Background: an optimization exercise with open tools, aiming at small area, a short achievable clock period and few clock cycles per item. Do not read the settings as production practice.
Function not checked in this run: the RTL went through the layout flow alone.
Power and IR drop assume default switching activity.

--- design/flow/config.mk ---
export PLATFORM = sky130hd
export DESIGN_NAME = complex_multiplier
export DESIGN_NICKNAME = complex_multiplier
export VERILOG_FILES = /design/flow/design.v
export SDC_FILE = /design/flow/constraint.sdc
export NUM_CORES = 4
export LEC_CHECK = 0
export CAP_MARGIN = 20
export CORE_MARGIN = 2
export CORE_UTILIZATION = 40
export SETUP_SLACK_MARGIN = 5
export SLEW_MARGIN = 20
export SYNTH_HIERARCHICAL = 1
export SYNTH_MINIMUM_KEEP_SIZE = 0
--- design/flow/constraint.sdc ---
create_clock -name core_clock -period 10.0 [get_ports {clk}]
set_input_delay 2.0000 -clock core_clock [delete_from_list [all_inputs] [get_ports {clk}]]
set_output_delay 2.0000 -clock core_clock [all_outputs]
set_load 0.01 [all_outputs]
--- design/flow/design.v ---
`default_nettype none
`timescale 1ns / 1ps
module cm_mul (input wire [15:0] x, input wire [15:0] y,
               output wire [14:0] a, output wire [14:0] b, output wire cl, output wire sgn);
    wire one0, two0, neg0;
    wire pp0_0;
    wire pp0_1;
    wire pp0_2;
    wire pp0_3;
    wire pp0_4;
    wire pp0_5;
    wire pp0_6;
    wire pp0_7;
    wire pp0_8;
    wire pp0_9;
    wire pp0_10;
    wire pp0_11;
    wire pp0_12;
    wire pp0_13;
    wire pp0_14;
    wire pp0_15;
    wire pp0_16;
    wire pp0_16_n;
    wire one1, two1, neg1;
    wire pp1_0;
    wire pp1_1;
    wire pp1_2;
    wire pp1_3;
    wire pp1_4;
    wire pp1_5;
    wire pp1_6;
    wire pp1_7;
    wire pp1_8;
    wire pp1_9;
    wire pp1_10;
    wire pp1_11;
    wire pp1_12;
    wire pp1_13;
    wire pp1_14;
    wire pp1_15;
    wire pp1_16;
    wire pp1_16_n;
    wire one2, two2, neg2;
    wire pp2_0;
    wire pp2_1;
    wire pp2_2;
    wire pp2_3;
    wire pp2_4;
    wire pp2_5;
    wire pp2_6;
    wire pp2_7;
    wire pp2_8;
    wire pp2_9;
    wire pp2_10;
    wire pp2_11;
    wire pp2_12;
    wire pp2_13;
    wire pp2_14;
    wire pp2_15;
    wire pp2_16;
    wire pp2_16_n;
    wire one3, two3, neg3;
    wire pp3_0;
    wire pp3_1;
    wire pp3_2;
    wire pp3_3;
    wire pp3_4;
    wire pp3_5;
    wire pp3_6;
    wire pp3_7;
    wire pp3_8;
    wire pp3_9;
    wire pp3_10;
    wire pp3_11;
    wire pp3_12;
    wire pp3_13;
    wire pp3_14;
    wire pp3_15;
    wire pp3_16;
    wire pp3_16_n;
    wire one4, two4, neg4;
    wire pp4_0;
    wire pp4_1;
    wire pp4_2;
    wire pp4_3;
    wire pp4_4;
    wire pp4_5;
    wire pp4_6;
    wire pp4_7;
    wire pp4_8;
    wire pp4_9;
    wire pp4_10;
    wire pp4_11;
    wire pp4_12;
    wire pp4_13;
    wire pp4_14;
    wire pp4_15;
    wire pp4_16;
    wire pp4_16_n;
    wire one5, two5, neg5;
    wire pp5_0;
    wire pp5_1;
    wire pp5_2;
    wire pp5_3;
    wire pp5_4;
    wire pp5_5;
    wire pp5_6;
    wire pp5_7;
    wire pp5_8;
    wire pp5_9;
    wire pp5_10;
    wire pp5_11;
    wire pp5_12;
    wire pp5_13;
    wire pp5_14;
    wire pp5_15;
    wire pp5_16;
    wire pp5_16_n;
    wire one6, two6, neg6;
    wire pp6_0;
    wire pp6_1;
    wire pp6_2;
    wire pp6_3;
    wire pp6_4;
    wire pp6_5;
    wire pp6_6;
    wire pp6_7;
    wire pp6_8;
    wire pp6_9;
    wire pp6_10;
    wire pp6_11;
    wire pp6_12;
    wire pp6_13;
    wire pp6_14;
    wire pp6_15;
    wire one7, two7, neg7;
    wire pp7_0;
    wire pp7_1;
    wire pp7_2;
    wire pp7_3;
    wire pp7_4;
    wire pp7_5;
    wire pp7_6;
    wire pp7_7;
    wire pp7_8;
    wire pp7_9;
    wire pp7_10;
    wire pp7_11;
    wire pp7_12;
    wire pp7_13;
    wire s1;
    wire c2;
    wire s3;
    wire c4;
    wire s5;
    wire c6;
    wire s7;
    wire c8;
    wire s9;
    wire c10;
    wire s11;
    wire c12;
    wire s13;
    wire c14;
    wire s15;
    wire c16;
    wire s17;
    wire c18;
    wire s19;
    wire c20;
    wire s21;
    wire c22;
    wire s23;
    wire c24;
    wire s25;
    wire c26;
    wire s27;
    wire c28;
    wire s29;
    wire c30;
    wire s31;
    wire c32;
    wire s33;
    wire c34;
    wire s35;
    wire c36;
    wire s37;
    wire c38;
    wire s39;
    wire c40;
    wire s41;
    wire c42;
    wire s43;
    wire c44;
    wire s45;
    wire c46;
    wire s47;
    wire c48;
    wire s49;
    wire c50;
    wire s51;
    wire c52;
    wire s53;
    wire c54;
    wire s55;
    wire c56;
    wire s57;
    wire c58;
    wire s59;
    wire c60;
    wire s61;
    wire c62;
    wire s63;
    wire c64;
    wire s65;
    wire c66;
    wire s67;
    wire c68;
    wire s69;
    wire c70;
    wire s71;
    wire c72;
    wire s73;
    wire c74;
    wire s75;
    wire c76;
    wire s77;
    wire c78;
    wire s79;
    wire c80;
    wire s81;
    wire c82;
    wire s83;
    wire c84;
    wire s85;
    wire c86;
    wire s87;
    wire c88;
    wire s89;
    wire c90;
    wire s91;
    wire c92;
    wire s93;
    wire c94;
    wire s95;
    wire c96;
    wire s97;
    wire c98;
    wire s99;
    wire c100;
    wire s101;
    wire c102;
    wire s103;
    wire c104;
    wire s105;
    wire c106;
    wire s107;
    wire c108;
    wire s109;
    wire c110;
    wire s111;
    wire c112;
    wire s113;
    wire c114;
    wire s115;
    wire c116;
    wire s117;
    wire c118;
    wire s119;
    wire c120;
    wire s121;
    wire c122;
    wire s123;
    wire c124;
    wire s125;
    wire c126;
    wire s127;
    wire c128;
    wire s129;
    wire c130;
    wire s131;
    wire c132;
    wire s133;
    wire c134;
    wire s135;
    wire c136;
    wire s137;
    wire c138;
    wire s139;
    wire c140;
    wire s141;
    wire c142;
    wire s143;
    wire c144;
    wire s145;
    wire c146;
    wire s147;
    wire c148;
    wire s149;
    wire c150;
    wire s151;
    wire c152;
    wire s153;
    wire c154;
    wire s155;
    wire c156;
    wire s157;
    wire c158;
    wire s159;
    wire c160;
    wire s161;
    wire c162;
    wire s163;
    wire c164;
    wire s165;
    wire c166;
    wire s167;
    wire c168;
    wire s169;
    wire c170;
    wire s171;
    wire c172;
    wire s173;
    wire c174;
    wire s175;
    wire c176;
    wire s177;
    wire c178;
    wire s179;
    wire c180;
    wire s181;
    wire c182;
    wire s183;
    wire c184;
    wire s185;
    wire c186;
    wire s187;
    wire c188;
    wire s189;
    wire c190;
    wire s191;
    wire c192;
    wire s193;
    wire c194;
    wire s195;
    wire c196;
    wire s197;
    wire c198;
    wire s199;
    wire c200;
    wire s201;
    wire c202;
    wire s203;
    wire c204;
    wire s205;
    wire c206;
    wire s207;
    wire c208;
    wire s209;
    wire c210;
    wire s211;
    wire c212;
    wire s213;
    wire c214;
    wire s215;
    wire c216;
    wire s217;
    wire c218;
    wire s219;
    wire c220;
    assign one0 = y[0] ^ 1'b0;
    assign two0 = (y[1] & ~y[0] & ~1'b0) | (~y[1] & y[0] & 1'b0);
    assign neg0 = y[1];
    cm_bsel u_pp0_0 (.one(one0), .two(two0), .neg(neg0), .xj(x[0]), .xjm(1'b0), .pp(pp0_0));
    cm_bsel u_pp0_1 (.one(one0), .two(two0), .neg(neg0), .xj(x[1]), .xjm(x[0]), .pp(pp0_1));
    cm_bsel u_pp0_2 (.one(one0), .two(two0), .neg(neg0), .xj(x[2]), .xjm(x[1]), .pp(pp0_2));
    cm_bsel u_pp0_3 (.one(one0), .two(two0), .neg(neg0), .xj(x[3]), .xjm(x[2]), .pp(pp0_3));
    cm_bsel u_pp0_4 (.one(one0), .two(two0), .neg(neg0), .xj(x[4]), .xjm(x[3]), .pp(pp0_4));
    cm_bsel u_pp0_5 (.one(one0), .two(two0), .neg(neg0), .xj(x[5]), .xjm(x[4]), .pp(pp0_5));
    cm_bsel u_pp0_6 (.one(one0), .two(two0), .neg(neg0), .xj(x[6]), .xjm(x[5]), .pp(pp0_6));
    cm_bsel u_pp0_7 (.one(one0), .two(two0), .neg(neg0), .xj(x[7]), .xjm(x[6]), .pp(pp0_7));
    cm_bsel u_pp0_8 (.one(one0), .two(two0), .neg(neg0), .xj(x[8]), .xjm(x[7]), .pp(pp0_8));
    cm_bsel u_pp0_9 (.one(one0), .two(two0), .neg(neg0), .xj(x[9]), .xjm(x[8]), .pp(pp0_9));
    cm_bsel u_pp0_10 (.one(one0), .two(two0), .neg(neg0), .xj(x[10]), .xjm(x[9]), .pp(pp0_10));
    cm_bsel u_pp0_11 (.one(one0), .two(two0), .neg(neg0), .xj(x[11]), .xjm(x[10]), .pp(pp0_11));
    cm_bsel u_pp0_12 (.one(one0), .two(two0), .neg(neg0), .xj(x[12]), .xjm(x[11]), .pp(pp0_12));
    cm_bsel u_pp0_13 (.one(one0), .two(two0), .neg(neg0), .xj(x[13]), .xjm(x[12]), .pp(pp0_13));
    cm_bsel u_pp0_14 (.one(one0), .two(two0), .neg(neg0), .xj(x[14]), .xjm(x[13]), .pp(pp0_14));
    cm_bsel u_pp0_15 (.one(one0), .two(two0), .neg(neg0), .xj(x[15]), .xjm(x[14]), .pp(pp0_15));
    cm_bsel u_pp0_16 (.one(one0), .two(two0), .neg(neg0), .xj(x[15]), .xjm(x[15]), .pp(pp0_16_n));
    assign pp0_16 = ~pp0_16_n;
    assign one1 = y[2] ^ y[1];
    assign two1 = (y[3] & ~y[2] & ~y[1]) | (~y[3] & y[2] & y[1]);
    assign neg1 = y[3];
    cm_bsel u_pp1_0 (.one(one1), .two(two1), .neg(neg1), .xj(x[0]), .xjm(1'b0), .pp(pp1_0));
    cm_bsel u_pp1_1 (.one(one1), .two(two1), .neg(neg1), .xj(x[1]), .xjm(x[0]), .pp(pp1_1));
    cm_bsel u_pp1_2 (.one(one1), .two(two1), .neg(neg1), .xj(x[2]), .xjm(x[1]), .pp(pp1_2));
    cm_bsel u_pp1_3 (.one(one1), .two(two1), .neg(neg1), .xj(x[3]), .xjm(x[2]), .pp(pp1_3));
    cm_bsel u_pp1_4 (.one(one1), .two(two1), .neg(neg1), .xj(x[4]), .xjm(x[3]), .pp(pp1_4));
    cm_bsel u_pp1_5 (.one(one1), .two(two1), .neg(neg1), .xj(x[5]), .xjm(x[4]), .pp(pp1_5));
    cm_bsel u_pp1_6 (.one(one1), .two(two1), .neg(neg1), .xj(x[6]), .xjm(x[5]), .pp(pp1_6));
    cm_bsel u_pp1_7 (.one(one1), .two(two1), .neg(neg1), .xj(x[7]), .xjm(x[6]), .pp(pp1_7));
    cm_bsel u_pp1_8 (.one(one1), .two(two1), .neg(neg1), .xj(x[8]), .xjm(x[7]), .pp(pp1_8));
    cm_bsel u_pp1_9 (.one(one1), .two(two1), .neg(neg1), .xj(x[9]), .xjm(x[8]), .pp(pp1_9));
    cm_bsel u_pp1_10 (.one(one1), .two(two1), .neg(neg1), .xj(x[10]), .xjm(x[9]), .pp(pp1_10));
    cm_bsel u_pp1_11 (.one(one1), .two(two1), .neg(neg1), .xj(x[11]), .xjm(x[10]), .pp(pp1_11));
    cm_bsel u_pp1_12 (.one(one1), .two(two1), .neg(neg1), .xj(x[12]), .xjm(x[11]), .pp(pp1_12));
    cm_bsel u_pp1_13 (.one(one1), .two(two1), .neg(neg1), .xj(x[13]), .xjm(x[12]), .pp(pp1_13));
    cm_bsel u_pp1_14 (.one(one1), .two(two1), .neg(neg1), .xj(x[14]), .xjm(x[13]), .pp(pp1_14));
    cm_bsel u_pp1_15 (.one(one1), .two(two1), .neg(neg1), .xj(x[15]), .xjm(x[14]), .pp(pp1_15));
    cm_bsel u_pp1_16 (.one(one1), .two(two1), .neg(neg1), .xj(x[15]), .xjm(x[15]), .pp(pp1_16_n));
    assign pp1_16 = ~pp1_16_n;
    assign one2 = y[4] ^ y[3];
    assign two2 = (y[5] & ~y[4] & ~y[3]) | (~y[5] & y[4] & y[3]);
    assign neg2 = y[5];
    cm_bsel u_pp2_0 (.one(one2), .two(two2), .neg(neg2), .xj(x[0]), .xjm(1'b0), .pp(pp2_0));
    cm_bsel u_pp2_1 (.one(one2), .two(two2), .neg(neg2), .xj(x[1]), .xjm(x[0]), .pp(pp2_1));
    cm_bsel u_pp2_2 (.one(one2), .two(two2), .neg(neg2), .xj(x[2]), .xjm(x[1]), .pp(pp2_2));
    cm_bsel u_pp2_3 (.one(one2), .two(two2), .neg(neg2), .xj(x[3]), .xjm(x[2]), .pp(pp2_3));
    cm_bsel u_pp2_4 (.one(one2), .two(two2), .neg(neg2), .xj(x[4]), .xjm(x[3]), .pp(pp2_4));
    cm_bsel u_pp2_5 (.one(one2), .two(two2), .neg(neg2), .xj(x[5]), .xjm(x[4]), .pp(pp2_5));
    cm_bsel u_pp2_6 (.one(one2), .two(two2), .neg(neg2), .xj(x[6]), .xjm(x[5]), .pp(pp2_6));
    cm_bsel u_pp2_7 (.one(one2), .two(two2), .neg(neg2), .xj(x[7]), .xjm(x[6]), .pp(pp2_7));
    cm_bsel u_pp2_8 (.one(one2), .two(two2), .neg(neg2), .xj(x[8]), .xjm(x[7]), .pp(pp2_8));
    cm_bsel u_pp2_9 (.one(one2), .two(two2), .neg(neg2), .xj(x[9]), .xjm(x[8]), .pp(pp2_9));
    cm_bsel u_pp2_10 (.one(one2), .two(two2), .neg(neg2), .xj(x[10]), .xjm(x[9]), .pp(pp2_10));
    cm_bsel u_pp2_11 (.one(one2), .two(two2), .neg(neg2), .xj(x[11]), .xjm(x[10]), .pp(pp2_11));
    cm_bsel u_pp2_12 (.one(one2), .two(two2), .neg(neg2), .xj(x[12]), .xjm(x[11]), .pp(pp2_12));
    cm_bsel u_pp2_13 (.one(one2), .two(two2), .neg(neg2), .xj(x[13]), .xjm(x[12]), .pp(pp2_13));
    cm_bsel u_pp2_14 (.one(one2), .two(two2), .neg(neg2), .xj(x[14]), .xjm(x[13]), .pp(pp2_14));
    cm_bsel u_pp2_15 (.one(one2), .two(two2), .neg(neg2), .xj(x[15]), .xjm(x[14]), .pp(pp2_15));
    cm_bsel u_pp2_16 (.one(one2), .two(two2), .neg(neg2), .xj(x[15]), .xjm(x[15]), .pp(pp2_16_n));
    assign pp2_16 = ~pp2_16_n;
    assign one3 = y[6] ^ y[5];
    assign two3 = (y[7] & ~y[6] & ~y[5]) | (~y[7] & y[6] & y[5]);
    assign neg3 = y[7];
    cm_bsel u_pp3_0 (.one(one3), .two(two3), .neg(neg3), .xj(x[0]), .xjm(1'b0), .pp(pp3_0));
    cm_bsel u_pp3_1 (.one(one3), .two(two3), .neg(neg3), .xj(x[1]), .xjm(x[0]), .pp(pp3_1));
    cm_bsel u_pp3_2 (.one(one3), .two(two3), .neg(neg3), .xj(x[2]), .xjm(x[1]), .pp(pp3_2));
    cm_bsel u_pp3_3 (.one(one3), .two(two3), .neg(neg3), .xj(x[3]), .xjm(x[2]), .pp(pp3_3));
    cm_bsel u_pp3_4 (.one(one3), .two(two3), .neg(neg3), .xj(x[4]), .xjm(x[3]), .pp(pp3_4));
    cm_bsel u_pp3_5 (.one(one3), .two(two3), .neg(neg3), .xj(x[5]), .xjm(x[4]), .pp(pp3_5));
    cm_bsel u_pp3_6 (.one(one3), .two(two3), .neg(neg3), .xj(x[6]), .xjm(x[5]), .pp(pp3_6));
    cm_bsel u_pp3_7 (.one(one3), .two(two3), .neg(neg3), .xj(x[7]), .xjm(x[6]), .pp(pp3_7));
    cm_bsel u_pp3_8 (.one(one3), .two(two3), .neg(neg3), .xj(x[8]), .xjm(x[7]), .pp(pp3_8));
    cm_bsel u_pp3_9 (.one(one3), .two(two3), .neg(neg3), .xj(x[9]), .xjm(x[8]), .pp(pp3_9));
    cm_bsel u_pp3_10 (.one(one3), .two(two3), .neg(neg3), .xj(x[10]), .xjm(x[9]), .pp(pp3_10));
    cm_bsel u_pp3_11 (.one(one3), .two(two3), .neg(neg3), .xj(x[11]), .xjm(x[10]), .pp(pp3_11));
    cm_bsel u_pp3_12 (.one(one3), .two(two3), .neg(neg3), .xj(x[12]), .xjm(x[11]), .pp(pp3_12));
    cm_bsel u_pp3_13 (.one(one3), .two(two3), .neg(neg3), .xj(x[13]), .xjm(x[12]), .pp(pp3_13));
    cm_bsel u_pp3_14 (.one(one3), .two(two3), .neg(neg3), .xj(x[14]), .xjm(x[13]), .pp(pp3_14));
    cm_bsel u_pp3_15 (.one(one3), .two(two3), .neg(neg3), .xj(x[15]), .xjm(x[14]), .pp(pp3_15));
    cm_bsel u_pp3_16 (.one(one3), .two(two3), .neg(neg3), .xj(x[15]), .xjm(x[15]), .pp(pp3_16_n));
    assign pp3_16 = ~pp3_16_n;
    assign one4 = y[8] ^ y[7];
    assign two4 = (y[9] & ~y[8] & ~y[7]) | (~y[9] & y[8] & y[7]);
    assign neg4 = y[9];
    cm_bsel u_pp4_0 (.one(one4), .two(two4), .neg(neg4), .xj(x[0]), .xjm(1'b0), .pp(pp4_0));
    cm_bsel u_pp4_1 (.one(one4), .two(two4), .neg(neg4), .xj(x[1]), .xjm(x[0]), .pp(pp4_1));
    cm_bsel u_pp4_2 (.one(one4), .two(two4), .neg(neg4), .xj(x[2]), .xjm(x[1]), .pp(pp4_2));
    cm_bsel u_pp4_3 (.one(one4), .two(two4), .neg(neg4), .xj(x[3]), .xjm(x[2]), .pp(pp4_3));
    cm_bsel u_pp4_4 (.one(one4), .two(two4), .neg(neg4), .xj(x[4]), .xjm(x[3]), .pp(pp4_4));
    cm_bsel u_pp4_5 (.one(one4), .two(two4), .neg(neg4), .xj(x[5]), .xjm(x[4]), .pp(pp4_5));
    cm_bsel u_pp4_6 (.one(one4), .two(two4), .neg(neg4), .xj(x[6]), .xjm(x[5]), .pp(pp4_6));
    cm_bsel u_pp4_7 (.one(one4), .two(two4), .neg(neg4), .xj(x[7]), .xjm(x[6]), .pp(pp4_7));
    cm_bsel u_pp4_8 (.one(one4), .two(two4), .neg(neg4), .xj(x[8]), .xjm(x[7]), .pp(pp4_8));
    cm_bsel u_pp4_9 (.one(one4), .two(two4), .neg(neg4), .xj(x[9]), .xjm(x[8]), .pp(pp4_9));
    cm_bsel u_pp4_10 (.one(one4), .two(two4), .neg(neg4), .xj(x[10]), .xjm(x[9]), .pp(pp4_10));
    cm_bsel u_pp4_11 (.one(one4), .two(two4), .neg(neg4), .xj(x[11]), .xjm(x[10]), .pp(pp4_11));
    cm_bsel u_pp4_12 (.one(one4), .two(two4), .neg(neg4), .xj(x[12]), .xjm(x[11]), .pp(pp4_12));
    cm_bsel u_pp4_13 (.one(one4), .two(two4), .neg(neg4), .xj(x[13]), .xjm(x[12]), .pp(pp4_13));
    cm_bsel u_pp4_14 (.one(one4), .two(two4), .neg(neg4), .xj(x[14]), .xjm(x[13]), .pp(pp4_14));
    cm_bsel u_pp4_15 (.one(one4), .two(two4), .neg(neg4), .xj(x[15]), .xjm(x[14]), .pp(pp4_15));
    cm_bsel u_pp4_16 (.one(one4), .two(two4), .neg(neg4), .xj(x[15]), .xjm(x[15]), .pp(pp4_16_n));
    assign pp4_16 = ~pp4_16_n;
    assign one5 = y[10] ^ y[9];
    assign two5 = (y[11] & ~y[10] & ~y[9]) | (~y[11] & y[10] & y[9]);
    assign neg5 = y[11];
    cm_bsel u_pp5_0 (.one(one5), .two(two5), .neg(neg5), .xj(x[0]), .xjm(1'b0), .pp(pp5_0));
    cm_bsel u_pp5_1 (.one(one5), .two(two5), .neg(neg5), .xj(x[1]), .xjm(x[0]), .pp(pp5_1));
    cm_bsel u_pp5_2 (.one(one5), .two(two5), .neg(neg5), .xj(x[2]), .xjm(x[1]), .pp(pp5_2));
    cm_bsel u_pp5_3 (.one(one5), .two(two5), .neg(neg5), .xj(x[3]), .xjm(x[2]), .pp(pp5_3));
    cm_bsel u_pp5_4 (.one(one5), .two(two5), .neg(neg5), .xj(x[4]), .xjm(x[3]), .pp(pp5_4));
    cm_bsel u_pp5_5 (.one(one5), .two(two5), .neg(neg5), .xj(x[5]), .xjm(x[4]), .pp(pp5_5));
    cm_bsel u_pp5_6 (.one(one5), .two(two5), .neg(neg5), .xj(x[6]), .xjm(x[5]), .pp(pp5_6));
    cm_bsel u_pp5_7 (.one(one5), .two(two5), .neg(neg5), .xj(x[7]), .xjm(x[6]), .pp(pp5_7));
    cm_bsel u_pp5_8 (.one(one5), .two(two5), .neg(neg5), .xj(x[8]), .xjm(x[7]), .pp(pp5_8));
    cm_bsel u_pp5_9 (.one(one5), .two(two5), .neg(neg5), .xj(x[9]), .xjm(x[8]), .pp(pp5_9));
    cm_bsel u_pp5_10 (.one(one5), .two(two5), .neg(neg5), .xj(x[10]), .xjm(x[9]), .pp(pp5_10));
    cm_bsel u_pp5_11 (.one(one5), .two(two5), .neg(neg5), .xj(x[11]), .xjm(x[10]), .pp(pp5_11));
    cm_bsel u_pp5_12 (.one(one5), .two(two5), .neg(neg5), .xj(x[12]), .xjm(x[11]), .pp(pp5_12));
    cm_bsel u_pp5_13 (.one(one5), .two(two5), .neg(neg5), .xj(x[13]), .xjm(x[12]), .pp(pp5_13));
    cm_bsel u_pp5_14 (.one(one5), .two(two5), .neg(neg5), .xj(x[14]), .xjm(x[13]), .pp(pp5_14));
    cm_bsel u_pp5_15 (.one(one5), .two(two5), .neg(neg5), .xj(x[15]), .xjm(x[14]), .pp(pp5_15));
    cm_bsel u_pp5_16 (.one(one5), .two(two5), .neg(neg5), .xj(x[15]), .xjm(x[15]), .pp(pp5_16_n));
    assign pp5_16 = ~pp5_16_n;
    assign one6 = y[12] ^ y[11];
    assign two6 = (y[13] & ~y[12] & ~y[11]) | (~y[13] & y[12] & y[11]);
    assign neg6 = y[13];
    cm_bsel u_pp6_0 (.one(one6), .two(two6), .neg(neg6), .xj(x[0]), .xjm(1'b0), .pp(pp6_0));
    cm_bsel u_pp6_1 (.one(one6), .two(two6), .neg(neg6), .xj(x[1]), .xjm(x[0]), .pp(pp6_1));
    cm_bsel u_pp6_2 (.one(one6), .two(two6), .neg(neg6), .xj(x[2]), .xjm(x[1]), .pp(pp6_2));
    cm_bsel u_pp6_3 (.one(one6), .two(two6), .neg(neg6), .xj(x[3]), .xjm(x[2]), .pp(pp6_3));
    cm_bsel u_pp6_4 (.one(one6), .two(two6), .neg(neg6), .xj(x[4]), .xjm(x[3]), .pp(pp6_4));
    cm_bsel u_pp6_5 (.one(one6), .two(two6), .neg(neg6), .xj(x[5]), .xjm(x[4]), .pp(pp6_5));
    cm_bsel u_pp6_6 (.one(one6), .two(two6), .neg(neg6), .xj(x[6]), .xjm(x[5]), .pp(pp6_6));
    cm_bsel u_pp6_7 (.one(one6), .two(two6), .neg(neg6), .xj(x[7]), .xjm(x[6]), .pp(pp6_7));
    cm_bsel u_pp6_8 (.one(one6), .two(two6), .neg(neg6), .xj(x[8]), .xjm(x[7]), .pp(pp6_8));
    cm_bsel u_pp6_9 (.one(one6), .two(two6), .neg(neg6), .xj(x[9]), .xjm(x[8]), .pp(pp6_9));
    cm_bsel u_pp6_10 (.one(one6), .two(two6), .neg(neg6), .xj(x[10]), .xjm(x[9]), .pp(pp6_10));
    cm_bsel u_pp6_11 (.one(one6), .two(two6), .neg(neg6), .xj(x[11]), .xjm(x[10]), .pp(pp6_11));
    cm_bsel u_pp6_12 (.one(one6), .two(two6), .neg(neg6), .xj(x[12]), .xjm(x[11]), .pp(pp6_12));
    cm_bsel u_pp6_13 (.one(one6), .two(two6), .neg(neg6), .xj(x[13]), .xjm(x[12]), .pp(pp6_13));
    cm_bsel u_pp6_14 (.one(one6), .two(two6), .neg(neg6), .xj(x[14]), .xjm(x[13]), .pp(pp6_14));
    cm_bsel u_pp6_15 (.one(one6), .two(two6), .neg(neg6), .xj(x[15]), .xjm(x[14]), .pp(pp6_15));
    assign one7 = y[14] ^ y[13];
    assign two7 = (y[15] & ~y[14] & ~y[13]) | (~y[15] & y[14] & y[13]);
    assign neg7 = y[15];
    cm_bsel u_pp7_0 (.one(one7), .two(two7), .neg(neg7), .xj(x[0]), .xjm(1'b0), .pp(pp7_0));
    cm_bsel u_pp7_1 (.one(one7), .two(two7), .neg(neg7), .xj(x[1]), .xjm(x[0]), .pp(pp7_1));
    cm_bsel u_pp7_2 (.one(one7), .two(two7), .neg(neg7), .xj(x[2]), .xjm(x[1]), .pp(pp7_2));
    cm_bsel u_pp7_3 (.one(one7), .two(two7), .neg(neg7), .xj(x[3]), .xjm(x[2]), .pp(pp7_3));
    cm_bsel u_pp7_4 (.one(one7), .two(two7), .neg(neg7), .xj(x[4]), .xjm(x[3]), .pp(pp7_4));
    cm_bsel u_pp7_5 (.one(one7), .two(two7), .neg(neg7), .xj(x[5]), .xjm(x[4]), .pp(pp7_5));
    cm_bsel u_pp7_6 (.one(one7), .two(two7), .neg(neg7), .xj(x[6]), .xjm(x[5]), .pp(pp7_6));
    cm_bsel u_pp7_7 (.one(one7), .two(two7), .neg(neg7), .xj(x[7]), .xjm(x[6]), .pp(pp7_7));
    cm_bsel u_pp7_8 (.one(one7), .two(two7), .neg(neg7), .xj(x[8]), .xjm(x[7]), .pp(pp7_8));
    cm_bsel u_pp7_9 (.one(one7), .two(two7), .neg(neg7), .xj(x[9]), .xjm(x[8]), .pp(pp7_9));
    cm_bsel u_pp7_10 (.one(one7), .two(two7), .neg(neg7), .xj(x[10]), .xjm(x[9]), .pp(pp7_10));
    cm_bsel u_pp7_11 (.one(one7), .two(two7), .neg(neg7), .xj(x[11]), .xjm(x[10]), .pp(pp7_11));
    cm_bsel u_pp7_12 (.one(one7), .two(two7), .neg(neg7), .xj(x[12]), .xjm(x[11]), .pp(pp7_12));
    cm_bsel u_pp7_13 (.one(one7), .two(two7), .neg(neg7), .xj(x[13]), .xjm(x[12]), .pp(pp7_13));
    cm_ha u_s1 (.a(pp0_10), .b(pp1_8), .s(s1), .co(c2));
    cm_ha u_s3 (.a(pp0_11), .b(pp1_9), .s(s3), .co(c4));
    cm_fa u_s5 (.a(pp0_12), .b(pp1_10), .ci(pp2_8), .s(s5), .co(c6));
    cm_ha u_s7 (.a(pp3_6), .b(pp4_4), .s(s7), .co(c8));
    cm_fa u_s9 (.a(pp0_13), .b(pp1_11), .ci(pp2_9), .s(s9), .co(c10));
    cm_ha u_s11 (.a(pp3_7), .b(pp4_5), .s(s11), .co(c12));
    cm_fa u_s13 (.a(pp0_14), .b(pp1_12), .ci(pp2_10), .s(s13), .co(c14));
    cm_fa u_s15 (.a(pp3_8), .b(pp4_6), .ci(pp5_4), .s(s15), .co(c16));
    cm_ha u_s17 (.a(pp6_2), .b(pp7_0), .s(s17), .co(c18));
    cm_fa u_s19 (.a(pp0_15), .b(pp1_13), .ci(pp2_11), .s(s19), .co(c20));
    cm_fa u_s21 (.a(pp3_9), .b(pp4_7), .ci(pp5_5), .s(s21), .co(c22));
    cm_ha u_s23 (.a(pp6_3), .b(pp7_1), .s(s23), .co(c24));
    cm_fa u_s25 (.a(pp0_16), .b(pp1_14), .ci(pp2_12), .s(s25), .co(c26));
    cm_fa u_s27 (.a(pp3_10), .b(pp4_8), .ci(pp5_6), .s(s27), .co(c28));
    assign s29 = ~(pp6_4 ^ pp7_2);
    assign c30 = pp6_4 | pp7_2;
    cm_fa u_s31 (.a(pp1_15), .b(pp2_13), .ci(pp3_11), .s(s31), .co(c32));
    cm_fa u_s33 (.a(pp4_9), .b(pp5_7), .ci(pp6_5), .s(s33), .co(c34));
    assign s35 = ~pp7_3;
    assign c36 = pp7_3;
    cm_fa u_s37 (.a(pp1_16), .b(pp2_14), .ci(pp3_12), .s(s37), .co(c38));
    cm_fa u_s39 (.a(pp4_10), .b(pp5_8), .ci(pp6_6), .s(s39), .co(c40));
    cm_fa u_s41 (.a(pp2_15), .b(pp3_13), .ci(pp4_11), .s(s41), .co(c42));
    cm_ha u_s43 (.a(pp5_9), .b(pp6_7), .s(s43), .co(c44));
    cm_fa u_s45 (.a(pp2_16), .b(pp3_14), .ci(pp4_12), .s(s45), .co(c46));
    cm_ha u_s47 (.a(pp3_15), .b(pp4_13), .s(s47), .co(c48));
    cm_ha u_s49 (.a(pp0_6), .b(pp1_4), .s(s49), .co(c50));
    cm_ha u_s51 (.a(pp0_7), .b(pp1_5), .s(s51), .co(c52));
    cm_fa u_s53 (.a(pp0_8), .b(pp1_6), .ci(pp2_4), .s(s53), .co(c54));
    cm_ha u_s55 (.a(pp3_2), .b(pp4_0), .s(s55), .co(c56));
    cm_fa u_s57 (.a(pp0_9), .b(pp1_7), .ci(pp2_5), .s(s57), .co(c58));
    cm_ha u_s59 (.a(pp3_3), .b(pp4_1), .s(s59), .co(c60));
    cm_fa u_s61 (.a(s1), .b(pp2_6), .ci(pp3_4), .s(s61), .co(c62));
    cm_fa u_s63 (.a(pp4_2), .b(pp5_0), .ci(neg5), .s(s63), .co(c64));
    cm_fa u_s65 (.a(s3), .b(pp2_7), .ci(pp3_5), .s(s65), .co(c66));
    cm_fa u_s67 (.a(pp4_3), .b(pp5_1), .ci(c2), .s(s67), .co(c68));
    cm_fa u_s69 (.a(s5), .b(s7), .ci(pp5_2), .s(s69), .co(c70));
    cm_fa u_s71 (.a(pp6_0), .b(neg6), .ci(c4), .s(s71), .co(c72));
    cm_fa u_s73 (.a(s9), .b(s11), .ci(pp5_3), .s(s73), .co(c74));
    cm_fa u_s75 (.a(pp6_1), .b(c6), .ci(c8), .s(s75), .co(c76));
    cm_fa u_s77 (.a(s13), .b(s15), .ci(s17), .s(s77), .co(c78));
    cm_fa u_s79 (.a(neg7), .b(c10), .ci(c12), .s(s79), .co(c80));
    cm_fa u_s81 (.a(s19), .b(s21), .ci(s23), .s(s81), .co(c82));
    cm_fa u_s83 (.a(c14), .b(c16), .ci(c18), .s(s83), .co(c84));
    cm_fa u_s85 (.a(s25), .b(s27), .ci(s29), .s(s85), .co(c86));
    cm_fa u_s87 (.a(c20), .b(c22), .ci(c24), .s(s87), .co(c88));
    cm_fa u_s89 (.a(s31), .b(s33), .ci(s35), .s(s89), .co(c90));
    cm_fa u_s91 (.a(c26), .b(c28), .ci(c30), .s(s91), .co(c92));
    cm_fa u_s93 (.a(s37), .b(s39), .ci(pp7_4), .s(s93), .co(c94));
    cm_fa u_s95 (.a(c32), .b(c34), .ci(c36), .s(s95), .co(c96));
    cm_fa u_s97 (.a(s41), .b(s43), .ci(pp7_5), .s(s97), .co(c98));
    assign s99 = ~(c38 ^ c40);
    assign c100 = c38 | c40;
    cm_fa u_s101 (.a(s45), .b(pp5_10), .ci(pp6_8), .s(s101), .co(c102));
    cm_fa u_s103 (.a(pp7_6), .b(c42), .ci(c44), .s(s103), .co(c104));
    cm_fa u_s105 (.a(s47), .b(pp5_11), .ci(pp6_9), .s(s105), .co(c106));
    assign s107 = ~(pp7_7 ^ c46);
    assign c108 = pp7_7 | c46;
    cm_fa u_s109 (.a(pp3_16), .b(pp4_14), .ci(pp5_12), .s(s109), .co(c110));
    cm_fa u_s111 (.a(pp6_10), .b(pp7_8), .ci(c48), .s(s111), .co(c112));
    cm_fa u_s113 (.a(pp4_15), .b(pp5_13), .ci(pp6_11), .s(s113), .co(c114));
    assign s115 = ~pp7_9;
    assign c116 = pp7_9;
    cm_fa u_s117 (.a(pp4_16), .b(pp5_14), .ci(pp6_12), .s(s117), .co(c118));
    cm_ha u_s119 (.a(pp5_15), .b(pp6_13), .s(s119), .co(c120));
    cm_ha u_s121 (.a(pp0_4), .b(pp1_2), .s(s121), .co(c122));
    cm_ha u_s123 (.a(pp0_5), .b(pp1_3), .s(s123), .co(c124));
    cm_fa u_s125 (.a(s49), .b(pp2_2), .ci(pp3_0), .s(s125), .co(c126));
    cm_fa u_s127 (.a(s51), .b(pp2_3), .ci(pp3_1), .s(s127), .co(c128));
    cm_fa u_s129 (.a(s53), .b(s55), .ci(neg4), .s(s129), .co(c130));
    cm_fa u_s131 (.a(s57), .b(s59), .ci(c54), .s(s131), .co(c132));
    cm_fa u_s133 (.a(s61), .b(s63), .ci(c58), .s(s133), .co(c134));
    cm_fa u_s135 (.a(s65), .b(s67), .ci(c62), .s(s135), .co(c136));
    cm_fa u_s137 (.a(s69), .b(s71), .ci(c66), .s(s137), .co(c138));
    cm_fa u_s139 (.a(s73), .b(s75), .ci(c70), .s(s139), .co(c140));
    cm_fa u_s141 (.a(s77), .b(s79), .ci(c74), .s(s141), .co(c142));
    cm_fa u_s143 (.a(s81), .b(s83), .ci(c78), .s(s143), .co(c144));
    cm_fa u_s145 (.a(s85), .b(s87), .ci(c82), .s(s145), .co(c146));
    cm_fa u_s147 (.a(s89), .b(s91), .ci(c86), .s(s147), .co(c148));
    cm_fa u_s149 (.a(s93), .b(s95), .ci(c90), .s(s149), .co(c150));
    cm_fa u_s151 (.a(s97), .b(s99), .ci(c94), .s(s151), .co(c152));
    cm_fa u_s153 (.a(s101), .b(s103), .ci(c98), .s(s153), .co(c154));
    cm_fa u_s155 (.a(s105), .b(s107), .ci(c102), .s(s155), .co(c156));
    cm_fa u_s157 (.a(s109), .b(s111), .ci(c106), .s(s157), .co(c158));
    cm_fa u_s159 (.a(s113), .b(s115), .ci(c110), .s(s159), .co(c160));
    cm_fa u_s161 (.a(s117), .b(pp7_10), .ci(c114), .s(s161), .co(c162));
    assign s163 = ~(s119 ^ pp7_11);
    assign c164 = s119 | pp7_11;
    cm_fa u_s165 (.a(pp5_16), .b(pp6_14), .ci(pp7_12), .s(s165), .co(c166));
    cm_ha u_s167 (.a(pp6_15), .b(pp7_13), .s(s167), .co(c168));
    cm_ha u_s169 (.a(pp0_2), .b(pp1_0), .s(s169), .co(c170));
    cm_ha u_s171 (.a(pp0_3), .b(pp1_1), .s(s171), .co(c172));
    cm_fa u_s173 (.a(s121), .b(pp2_0), .ci(neg2), .s(s173), .co(c174));
    cm_fa u_s175 (.a(s123), .b(pp2_1), .ci(c122), .s(s175), .co(c176));
    cm_fa u_s177 (.a(s125), .b(neg3), .ci(c124), .s(s177), .co(c178));
    cm_fa u_s179 (.a(s127), .b(c50), .ci(c126), .s(s179), .co(c180));
    cm_fa u_s181 (.a(s129), .b(c52), .ci(c128), .s(s181), .co(c182));
    cm_fa u_s183 (.a(s131), .b(c56), .ci(c130), .s(s183), .co(c184));
    cm_fa u_s185 (.a(s133), .b(c60), .ci(c132), .s(s185), .co(c186));
    cm_fa u_s187 (.a(s135), .b(c64), .ci(c134), .s(s187), .co(c188));
    cm_fa u_s189 (.a(s137), .b(c68), .ci(c136), .s(s189), .co(c190));
    cm_fa u_s191 (.a(s139), .b(c72), .ci(c138), .s(s191), .co(c192));
    cm_fa u_s193 (.a(s141), .b(c76), .ci(c140), .s(s193), .co(c194));
    cm_fa u_s195 (.a(s143), .b(c80), .ci(c142), .s(s195), .co(c196));
    cm_fa u_s197 (.a(s145), .b(c84), .ci(c144), .s(s197), .co(c198));
    cm_fa u_s199 (.a(s147), .b(c88), .ci(c146), .s(s199), .co(c200));
    cm_fa u_s201 (.a(s149), .b(c92), .ci(c148), .s(s201), .co(c202));
    cm_fa u_s203 (.a(s151), .b(c96), .ci(c150), .s(s203), .co(c204));
    cm_fa u_s205 (.a(s153), .b(c100), .ci(c152), .s(s205), .co(c206));
    cm_fa u_s207 (.a(s155), .b(c104), .ci(c154), .s(s207), .co(c208));
    cm_fa u_s209 (.a(s157), .b(c108), .ci(c156), .s(s209), .co(c210));
    cm_fa u_s211 (.a(s159), .b(c112), .ci(c158), .s(s211), .co(c212));
    cm_fa u_s213 (.a(s161), .b(c116), .ci(c160), .s(s213), .co(c214));
    cm_fa u_s215 (.a(s163), .b(c118), .ci(c162), .s(s215), .co(c216));
    cm_fa u_s217 (.a(s165), .b(c120), .ci(c164), .s(s217), .co(c218));
    assign s219 = ~(s167 ^ c166);
    assign c220 = s167 | c166;
    wire [27:0] ra = {s219, s217, s215, s213, s211, s209, s207, s205, s203, s201, s199, s197, s195, s193, s191, s189, s187, s185, s183, s181, s179, s177, s175, s173, s171, s169, pp0_1, pp0_0};
    wire [27:0] rb = {c218, c216, c214, c212, c210, c208, c206, c204, c202, c200, c198, c196, c194, c192, c190, c188, c186, c184, c182, c180, c178, c176, c174, c172, c170, neg1, 1'b0, neg0};
    wire [13:0] lo = ra[12:0] + rb[12:0];
    assign cl = lo[13];
    assign a = ra[27:13];
    assign b = rb[27:13];
    assign sgn = (x[15] ^ y[15]) & (|x) & (|y);
endmodule
module cm_fa (input wire a, input wire b, input wire ci, output wire s, output wire co);
    assign s = a ^ b ^ ci;
    assign co = (a & b) | (a & ci) | (b & ci);
endmodule
module cm_ha (input wire a, input wire b, output wire s, output wire co);
    assign s = a ^ b;
    assign co = a & b;
endmodule
module cm_bsel (input wire one, input wire two, input wire neg, input wire xj, input wire xjm, output wire pp);
    assign pp = ((one & xj) | (two & xjm)) ^ neg;
endmodule
`default_nettype none
`timescale 1ns / 1ps
module complex_multiplier
#(
    parameter INTEGER_WIDTH = 3,
    parameter FRACTIONAL_WIDTH = 13
)
(
    input  wire                                          clk,
    input  wire                                          rst_n,
    input  wire                                          input_a_tvalid,
    output wire                                          input_a_tready,
    input  wire [2*(INTEGER_WIDTH+FRACTIONAL_WIDTH)-1:0] input_a_tdata,
    input  wire                                          input_b_tvalid,
    output wire                                          input_b_tready,
    input  wire [2*(INTEGER_WIDTH+FRACTIONAL_WIDTH)-1:0] input_b_tdata,
    output reg                                           output_prod_tvalid,
    input  wire                                          output_prod_tready,
    output wire [2*(INTEGER_WIDTH+FRACTIONAL_WIDTH)-1:0] output_prod_tdata
);
    reg         v0, v1, q1v;
    reg  [15:0] ar, ai, br, bi;
    reg  [31:0] q0, q1;
    wire take = output_prod_tready;                     
    wire en1  = ~v1 | ~q1v | take;                      
    wire en0  = ~v0 | en1;
    wire rdy  = ~(v0 & v1 & q1v);
    assign input_a_tready = rdy;
    assign input_b_tready = rdy;
    assign output_prod_tdata = q0;
    wire fire = input_a_tvalid & input_b_tvalid & rdy;
    wire mv1  = v1 & en1;                               
    always @(posedge clk) begin
        if (!rst_n) begin
            v0 <= 1'b0;
            v1 <= 1'b0;
            output_prod_tvalid <= 1'b0;
            q1v <= 1'b0;
        end else begin
            if (en0) v0 <= fire;
            if (en1) v1 <= v0;
            if (~output_prod_tvalid | take)
                output_prod_tvalid <= q1v | mv1;
            if (q1v) begin
                if (take) q1v <= mv1;
            end else begin
                q1v <= mv1 & output_prod_tvalid & ~take;
            end
        end
    end
    wire [14:0] m_a0, m_a1, m_a2, m_a3;
    wire [14:0] m_b0, m_b1, m_b2, m_b3;
    wire [3:0]  m_c, m_s;
    reg  [14:0] c_a0, c_a1, c_a2, c_a3;
    reg  [14:0] c_b0, c_b1, c_b2, c_b3;
    reg  [3:0]  c_c, c_s;
    cm_mul mul_rr1 (.x(ar), .y(br), .a(m_a0), .b(m_b0), .cl(m_c[0]), .sgn(m_s[0]));
    cm_mul mul_rr2 (.x(ai), .y(bi), .a(m_a1), .b(m_b1), .cl(m_c[1]), .sgn(m_s[1]));
    cm_mul mul_ri1 (.x(ar), .y(bi), .a(m_a2), .b(m_b2), .cl(m_c[2]), .sgn(m_s[2]));
    cm_mul mul_ri2 (.x(ai), .y(br), .a(m_a3), .b(m_b3), .cl(m_c[3]), .sgn(m_s[3]));
    wire [14:0] h0 = c_a0 + c_b0 + c_c[0];
    wire [14:0] h1 = c_a1 + c_b1 + c_c[1];
    wire [14:0] h2 = c_a2 + c_b2 + c_c[2];
    wire [14:0] h3 = c_a3 + c_b3 + c_c[3];
    wire [15:0] prod_real = {c_s[0], h0} - {c_s[1], h1};
    wire [15:0] prod_imag = {c_s[2], h2} + {c_s[3], h3};
    always @(posedge clk) begin
        if (en0) begin
            ar <= input_a_tdata[15:0];
            ai <= input_a_tdata[31:16];
            br <= input_b_tdata[15:0];
            bi <= input_b_tdata[31:16];
        end
        if (en1) begin
            c_a0 <= m_a0;
            c_a1 <= m_a1;
            c_a2 <= m_a2;
            c_a3 <= m_a3;
            c_b0 <= m_b0;
            c_b1 <= m_b1;
            c_b2 <= m_b2;
            c_b3 <= m_b3;
            c_c <= m_c;
            c_s <= m_s;
        end
        if (~output_prod_tvalid | take)
            q0 <= q1v ? q1 : {prod_imag, prod_real};
        if (~q1v | take)
            q1 <= {prod_imag, prod_real};
    end
endmodule
--- design/flow/run.sh ---
#!/bin/bash
# synth_recipe.tcl (not shown) runs the flow's synth.tcl, then flattens the netlist and writes it again
# the make line also repeats each setting of config.mk as NAME=value (left out here)
make -C /OpenROAD-flow-scripts/flow DESIGN_CONFIG=/design/flow/config.mk WORK_HOME=/design/flow/orfs CLKGATE_MAP_FILE= SYNTH_SCRIPT=/design/flow/synth_recipe.tcl finish
==> impl_summary.txt <==
----------------------------------------------------
[Power and ir drop]
  Clock Power Share ... 7.5%
  Reported net switching power ... just under 8 mW
  Sequential cell fraction of total power ... 16.4%
  Reported leakage power ... 13.5 nW
  Cell internal pwr ... between 8 and 9 mW
  Combinational Power Share ... 76.1%
  Power per standard cell area ... 429 nW/um^2
  Max VDD drop ... 0.000524 V
  Net switching share of the total power ... about 47%

[Synthesis]
  Synth cell types ... 80
  Post-Synth Adder-Cell Area ... 27.7%
  Total of flip-flops plus latches after synthesis ... 260
  Proportion of netlist area held by the largest area contributor ... 22.0%
  Post-synthesis mux area share ... 0.688%
  Synthesized-area fraction occupied by and/or/nand/nor cells ... 4.63%
  Synth area leaders ... sky130_fd_sc_hd__edfxtp_1 (22%), sky130_fd_sc_hd__fa_1 (20%), sky130_fd_sc_hd__a22oi_2 (19%)
  Synthesized-area fraction occupied by ao, oa, aoi and oai cells ... between 20% and 30%
  Portion of the post-synthesis area used by sequential elements ... 22.2%
  Most frequently used flop master after synthesis ... sky130_fd_sc_hd__edfxtp_1
  Cell type with the largest total area after synthesis ... sky130_fd_sc_hd__edfxtp_1
  Dominant combinational cell family by area after synthesis ... adder cells
  Cells after Synth ... 2885
  Async set-reset flop share out of synthesis ... 0%
  Post-synthesis xor/xnor area fraction ... 16.0%
  Mean instance size in the synthesized netlist ... 12.1 sq um
  Post-synth EDFFs ... 256
  Synth Warn # ... 7
  Netlist Area Pre-Place ... around 35000 sq um

[Cells and area]
  Most common cell after layout, fill and taps aside ... sky130_fd_sc_hd__xnor2_1
  Final core utilization ... 45.5%
  N_diodes ... 0
  Final cell count without fillers ... 4202
  Proportion of layout cells with a drive suffix above 1 ... 29.1%
  Top library cells by usage in the layout, fill and taps aside ... sky130_fd_sc_hd__xnor2_1 (581), sky130_fd_sc_hd__a22oi_2 (528), sky130_fd_sc_hd__edfxtp_1 (256)
  Final Net Count ... 3655
  Area Growth Syn to Fin ... 12.9%

[Route]
  Average wire per standard cell ... 23.3 um
  Number of DRC markers in iteration 0 ... between 1500 and 2000
  Total wire length ... around 98000 um
  Vias ... 24000
  Residual antenna-violating net count after detailed routing ... 0
  First-pass detailed-route iteration total ... 7
  Average via count per standard cell ... 5.70
  Residual DRC ... 0

[Floorplanning]
  DIE HEIGHT ... 300 um
  Floorplan die area ... 89700 sq um
  Std cell rows ... around 110
  Chip width ... approximately 300 um
  Starting density of the core ... 40.3%
  Core area ... 86600 sq um
  I/O pin cnt ... 104

[Place]
  Number of placed instances, taps included ... roughly 4100
  Buffers added on ports ... 103
  Final weighted congestion of routability-driven global placement ... 0.894
  HPWL after detailed placement ... around 70000 um

[Global routing]
  Met2 track utilization from global routing ... 33.1%
  Initial antenna violation count ... 0
  Grt ovf ... 0
  Most congested layer reported by global routing ... met2
  Global-route wire length before repair ... 152000 um
  Global Route met3 Usage ... 3.41%
  Number of global-route vias before repair ... 24600
  Maximum number of pins on one net before global-route repair ... 130
  Global-route usage over all layers ... 21.8%
  GR met1 Demand/Resource ... 31.9%

[STA]
  Timing-limited maximum frequency ... approximately 0.21 GHz
  Final Hold Vio Count ... 0
  Final slew viol count ... 0
  Least-Margin Pin Slew ... 0.984 ns
  Setup violation total in the final timing report ... 0
  Minimum period implied by the final worst setup slack ... 4.82 ns
  Unrepaired setup endpoints after global routing ... no
  Worst clock skew ... 0.0593 ns
  Setup TNS ... 0 ns
  Ratio of final minimum period to clock period ... roughly half
  Max_slew headroom ... 34.2%

[Min path]
  Number of cells traversed by the worst hold path ... 2
  Hold wc startpoint ... v0
  Hold worst-path end ... v1
  Class of the worst hold path ... flop to flop

[Critical path]
  Critical Path AT ... 5.15 ns
  Critical Path Source Type ... flop
  R2R depth ... 13
  Worst reg2reg path endpoint ... c_c[0]
  Worst r2r src ... br[1]
  Flop-to-flop setup slack ... 5.18 ns
  Type of the worst setup path ... flop to flop
  Critical path fanouts, max ... 46
  Type of destination of the critical path ... flop
  Endpoint required time on the critical path ... 10.33 ns

[Clocking]
  TritonCTS Buffers ... 35
  Insertion delay of the later-clocked pin in the worst-skew pair ... 0.59 ns
  Num Clock Sinks ... 260
  CTS Root Buffer Type ... sky130_fd_sc_hd__clkbuf_16
  Clock Pin Slew Worst Setup and Hold Paths ... 0.06 ns
  CTS tree ... built
  Max Root-Sink Buffers ... 3
  Number of H-tree levels ... 2

[Flow run]
  Max cap viols ... 0

[Run status]
  Status ... no timing/DRC/antenna violations

----------------------------------------------------
## what timing repair did
action	in CTS	in global routing
pin swaps	0	3
buffers inserted	0	21
endpoints found under the setup margin	4	4
hold buffers	0	0
resized for setup	23	14
## sequential cells by signal, indices dropped and copies added, names as in the netlist, 16 cells and up
signal	count
ai	16
q1	32
ar	16
bi	16
q0	32
br	16
## Yosys stat by module (local to each module, per instance)
module              copies in the design  flops+latches
cm_fa                                340              0
cm_bsel                              528              0
cm_mul                                 4              0
cm_ha                                 72              0
complex_multiplier                     1            260
## worst max-delay path by stage
| stage | end | startpoint | cells past startpoint | slack, ns |
|---|---|---|---|---|
| floorplan | c_c[0] | br[1] | 13 | 3.64 |
| global placement | c_c[3] | br[5] | 13 | 4.88 |
| detailed placement | c_c[0] | br[1] | 12 | 4.79 |
| CTS | c_c[3] | br[9] | 12 | 4.97 |
| global route | c_c[2] | bi[9] | 13 | 5.01 |
| finish | c_c[0] | br[1] | 13 | 5.18 |
## per-stage QoR
| step | worst slack (ns) | total power [mW] | area (sq um) | hold slack, ns |
|---|---|---|---|---|
| floorplan | 3.64 | 13.5 | 35400 | 0.438 |
| CTS | 4.97 | 17.0 | 39100 | 0.481 |
| global placement | 4.88 | 15.2 | 37700 | 0.453 |
| detailed placement | 4.79 | 15.6 | 37700 | 0.462 |
| global route | 5.01 | 18.6 | 39400 | 0.512 |
| finish | 5.18 | 16.9 | 39400 | 0.479 |
## synthesized netlist by cell type (51+ instances only)
master                       n
sky130_fd_sc_hd__buf_4     121
sky130_fd_sc_hd__edfxtp_1  256
sky130_fd_sc_hd__inv_1     140
sky130_fd_sc_hd__nor2_1     51
sky130_fd_sc_hd__o21ai_0    58
sky130_fd_sc_hd__xor2_1     56
sky130_fd_sc_hd__xnor2_1   581
sky130_fd_sc_hd__a22oi_2   528
sky130_fd_sc_hd__nand2_1    81
sky130_fd_sc_hd__fa_1      350
sky130_fd_sc_hd__a21oi_1    59
sky130_fd_sc_hd__ha_1      214
## critical path, cell delays in order (launching register included)
cell	delay, ns
sky130_fd_sc_hd__edfxtp_1	0.35
sky130_fd_sc_hd__buf_6	0.49
sky130_fd_sc_hd__nand2_1	0.19
sky130_fd_sc_hd__o21ai_4	0.61
sky130_fd_sc_hd__a22oi_2	0.12
sky130_fd_sc_hd__xnor2_1	0.17
sky130_fd_sc_hd__ha_1	0.33
sky130_fd_sc_hd__fa_1	0.51
sky130_fd_sc_hd__fa_1	0.52
sky130_fd_sc_hd__fa_1	0.52
sky130_fd_sc_hd__ha_1	0.33
sky130_fd_sc_hd__a31oi_1	0.21
sky130_fd_sc_hd__o2bb2ai_1	0.14
sky130_fd_sc_hd__a31oi_1	0.05
## cell type report
type,count,area [sq um]
clock buffer,42,902
clock inverter,20,246
fill,7815,47200
inverter,141,529
multi-input combinational,2376,26600
sequential,260,7770
tap,1155,1450
timing repair buffer,208,1900
## power by group through the flow
stage                     Sequential (mW)  Combinational [mW]  Clock, mW
after global routing                 2.81                14.4       1.36
after detailed placement             2.79                12.8          0
after global placement               2.78                12.4          0
after CTS                            2.77                12.9       1.32
final                                2.77                12.9       1.27
after floorplan                      2.91                10.6          0
## routing by layer
metal	share of wire (%)	vias to the layer above
met5	0	-
met4	2.9	0
met2	44	763
met3	5.9	116
li1	-	10800
met1	47	12300
## kinds of logic after synthesis
logic type | count (synthesis)
other | 4
adder cells (fa/ha/maj) | 564
AND/OR/NAND/NOR | 309
buffers and inverters | 277
flip-flops | 260
XOR/XNOR | 637
AO/OA/AOI/OAI | 813
multiplexers | 21

afterwards: timing with drivers on the ports:
The results above use ideal ports. As a check the final layout listed here was re-extracted and re-timed, cells and wires unchanged.
Step 1 assumes that a clkbuf_16 drives the clock port and a buf_2 every other input.
Step 2 also shifts input and output timing later by t, the mid clock arrival at the registers, as if the neighbouring blocks saw the same clock.
a / b / c = ideal / step 1 / step 2; a / b = the first two.
t, ns: 0.627
setup WS [ns]: 5.183 / 5.183 / 5.183
clock arrival spread, ns: 0.065 / 0.065
After both steps this run still meets setup and hold. For this run, drivers alone change the setup slack by 0.000 ns; drivers and shift together by 0.000 ns.
